Source: an optimization exercise on an open RTL-to-GDS flow (aim: small area). Production flows keep margins and buffers that such runs may drop. At most, simulation tests tie the RTL to the original design; equivalence was not proved. Power is estimated from default activity; no workload was simulated.

Design firepi_top, start of the top module:
module firepi_top (
    input  clk_50mhz,
    input  rst,  
    input  uart_rx,  
    output uart_tx,
    input  uart1_rx,  
    output uart1_tx,
    output led_out,  
    output led_solved  
);
Size: about 1100 cells after synthesis, about 11000 um2 of cells after synthesis.
export LEC_CHECK = 0
export ABC_AREA = 1
export CAP_MARGIN = 20
export CORE_MARGIN = 2
export CORE_UTILIZATION = 60
export CTS_BUF_LIST = sky130_fd_sc_hd__clkbuf_8
export CTS_CLUSTER_DIAMETER = 80
export CTS_CLUSTER_SIZE = 14
export PLACE_DENSITY = 0.7
export SLEW_MARGIN = 20
create_clock -name core_clock -period 20.0 [get_ports {clk_50mhz}]
run.sh (not shown) runs the stock make flow with config.mk's settings and CLKGATE_MAP_FILE= SYNTH_SCRIPT=/design/flow/synth_recipe.tcl, a recipe that flattens the netlist after the stock synthesis.
Rerun with:
CORE_UTILIZATION = 40   (was 60)
CTS_CLUSTER_SIZE = 15   (was 14)
PLACE_DENSITY = unset   (was 0.7)
=> Cell area is higher by 1.1%. Sequential share of layout area goes down by 0.63 points. Worst setup slack improved by 0.016 ns. Worst hold slack gets worse by 0.0081 ns. Die area grows by 48%. Via count is lower by 0.36%. Sequential power barely changes. Global-route usage decreases by 6.4 points. Register-to-register slack improved by 0.02 ns. Critical path depth is unchanged.

---

JK:
firepi_top, a different RTL version from the one above (not shown whole).
Size in the first run: about 8 I/O pins, about 11000 um^2 of cells after synthesis.
make LEC_CHECK=0 ABC_AREA=1 CAP_MARGIN=20 CORE_MARGIN=2 CORE_UTILIZATION=40 CTS_BUF_LIST=sky130_fd_sc_hd__clkbuf_8 CTS_CLUSTER_DIAMETER=80 CTS_CLUSTER_SIZE=14 SLEW_MARGIN=20 finish   # period 20.0 ns
JK finished every stage and its layout cleared the timing, design-rule and antenna checks.
diff inputs: JK => MS
- changing CTS_CLUSTER_SIZE from 14 to 16
- setting PLACE_DENSITY to 0.7 for the first time
- changing CORE_UTILIZATION from 40 to 60
Results
- | utilization | lower: JK |
- Compared with JK, MS ends up with a smaller final cell area.
- MS reached the end of the flow, and the finished layout is clean on the timing, design-rule and antenna checks.
- Wire length after detailed routing delta for MS relative to JK: 3.5% lower
- Comparing the two runs side by side, MS comes out ahead of JK on worst setup slack.
- Die size: MS is under JK
- Compared with JK, MS is the less power-hungry design.
- Peak clock frequency supported by timing of MS exceeds that of JK slightly.
- MS gives less clock network area share than JK did.
No functional check of the RTL was part of any run of this note.

---

try-indigo:
Another version of the RTL of firepi_top (not shown whole).
For scale: roughly 1100 cells after synthesis, ~310 flip-flops, ~8 I/O pins, about 0.011 mm² of cells after synthesis.
Settings: LEC_CHECK=0, ABC_AREA=1, CAP_MARGIN=20, CORE_MARGIN=2, CORE_UTILIZATION=60, CTS_BUF_LIST=sky130_fd_sc_hd__clkbuf_8, CTS_CLUSTER_DIAMETER=80, CTS_CLUSTER_SIZE=17, PLACE_DENSITY=0.7, SLEW_MARGIN=20; clock period 20.0 ns.
No stage failed in try-indigo, and the final checks on the layout all came back clean.
What try-onyx does differently from try-indigo at the input level:
--- a/flow/config.mk
+++ b/flow/config.mk
@@ -9,8 +9,8 @@
 export CAP_MARGIN = 20
 export CORE_MARGIN = 2
-export CORE_UTILIZATION = 60
+export CORE_UTILIZATION = 70
 export CTS_BUF_LIST = sky130_fd_sc_hd__clkbuf_8
 export CTS_CLUSTER_DIAMETER = 80
-export CTS_CLUSTER_SIZE = 17
-export PLACE_DENSITY = 0.7
+export CTS_CLUSTER_SIZE = 16
+export PLACE_DENSITY = 0.8
 export SLEW_MARGIN = 20
Notes after the runs:
In summary, try-onyx completed successfully, with a layout that passed the timing, design-rule and antenna checks.
In the metrics for try-indigo and try-onyx, the one carrying the lower worst setup slack is try-indigo.
From try-indigo to try-onyx the numbers moved as follows: layout overhead on the synthesized area has remained practically unchanged, total power has increased, total die area has decreased, global-route track usage on met3 has increased, standard-cell row count has decreased.

---

Starting RTL as in the previous note.
Settings: LEC_CHECK=0, ABC_AREA=1, CAP_MARGIN=20, CORE_MARGIN=2, CORE_UTILIZATION=40, CTS_BUF_LIST=sky130_fd_sc_hd__clkbuf_4 sky130_fd_sc_hd__clkbuf_8, CTS_CLUSTER_DIAMETER=80, CTS_CLUSTER_SIZE=12, SLEW_MARGIN=20; clock period 20.0 ns.
The baseline completed with no timing, DRC or antenna violations.
Then changed:
Settings changed: CORE_UTILIZATION 40 to 60, CTS_BUF_LIST sky130_fd_sc_hd__clkbuf_4 sky130_fd_sc_hd__clkbuf_8 to sky130_fd_sc_hd__clkbuf_8, CTS_CLUSTER_SIZE 12 to 16, PLACE_DENSITY set to 0.7.
Wire length falls by 6.7%.
Die area fell by 33%.
Core utilization climbs by 21 points.
Cell area falls by 2.7%.
Global-route usage rises by 5.9 points.
Worst hold slack is about the same.
Worst setup slack gets worse by 0.0080 ns.
Fmax barely changes.
Critical path depth stays the same.
Then changed:
Settings changed: CORE_UTILIZATION 60 to 40, CTS_CLUSTER_SIZE 16 to 14, PLACE_DENSITY 0.7 to not set.
Effect: Via count is higher by about 1.5%. Clock-buffer cell count rises by 4. Total power increases by about 2.3%. Clock skew rose by 0.024 ns.

---

Another version of the RTL of firepi_top (not shown whole).
Size: about 1300 cells after synthesis, roughly 8 I/O pins, ~12000 µm² of cells after synthesis.
clock: 20.0 ns
lec_check: 0
abc_area: 1
cap_margin: 20
core_margin: 2
core_utilization: 40
cts_buf_list: sky130_fd_sc_hd__clkbuf_4
slew_margin: 20
The starting point finished with timing, DRC and antenna clean.
==> next run, changes <==
CTS_BUF_LIST = sky130_fd_sc_hd__clkbuf_2   (was sky130_fd_sc_hd__clkbuf_4)
Result: Clock skew is higher by 0.028 ns; final area is lower by about 2.1%; non-clock buffer count is unchanged; clock-buffer cell count is higher by 4.
Function was not checked in any run of this note: the RTL went through the layout flow alone.

[afterwards: timing with drivers on the ports]
Ports are ideal in the flow. The routed layouts listed here were re-timed in OpenROAD.
Step 1 (the two cells are an assumption about what drives the block):
set clk [get_ports {clk_50mhz}]
set_driving_cell -lib_cell sky130_fd_sc_hd__clkbuf_16 $clk
set_driving_cell -lib_cell sky130_fd_sc_hd__buf_2 [delete_from_list [all_inputs] $clk]
Step 2 moves the port delays by t, midway between the first and last clock arrival at a register: inputs arrive t later, outputs are due t later. That takes back most of the time a late clock gives input paths.
a / b / c = no drivers / after step 1 / after step 2; a / b = the first two.
run	shift t [ns]	slack for setup (ns)	worst slew at a driven data input, ns	pins driven straight from the clock port
the first run of note 1	0.601	13.919 / 13.883 / 13.343	0.03	1
the second run of note 1	0.601	13.934 / 13.890 / 13.986	0.03	1
JK	0.605	13.858 / 13.818 / 14.137	0.03	1
MS	0.583	13.942 / 13.904 / 14.177	0.03	1
try-indigo	0.578	13.895 / 13.857 / 13.784	0.03	1
try-onyx	0.580	13.923 / 13.883 / 13.772	0.03	1
the first run of note 4	0.601	13.906 / 13.867 / 13.806	0.03	1
the second run of note 4	0.579	13.898 / 13.857 / 13.811	0.03	1
the third run of note 4	0.596	13.918 / 13.876 / 13.793	0.03	1
the first run of note 5	0.724	13.697 / 13.651 / 14.163	0.03	1
the second run of note 5	0.852	13.527 / 13.485 / 14.175	0.03	1
After both steps every run listed still meets setup and hold. The setup slack of the first run of note 1, which loses most, moves by -0.036 ns with the drivers and by -0.576 ns with both steps.
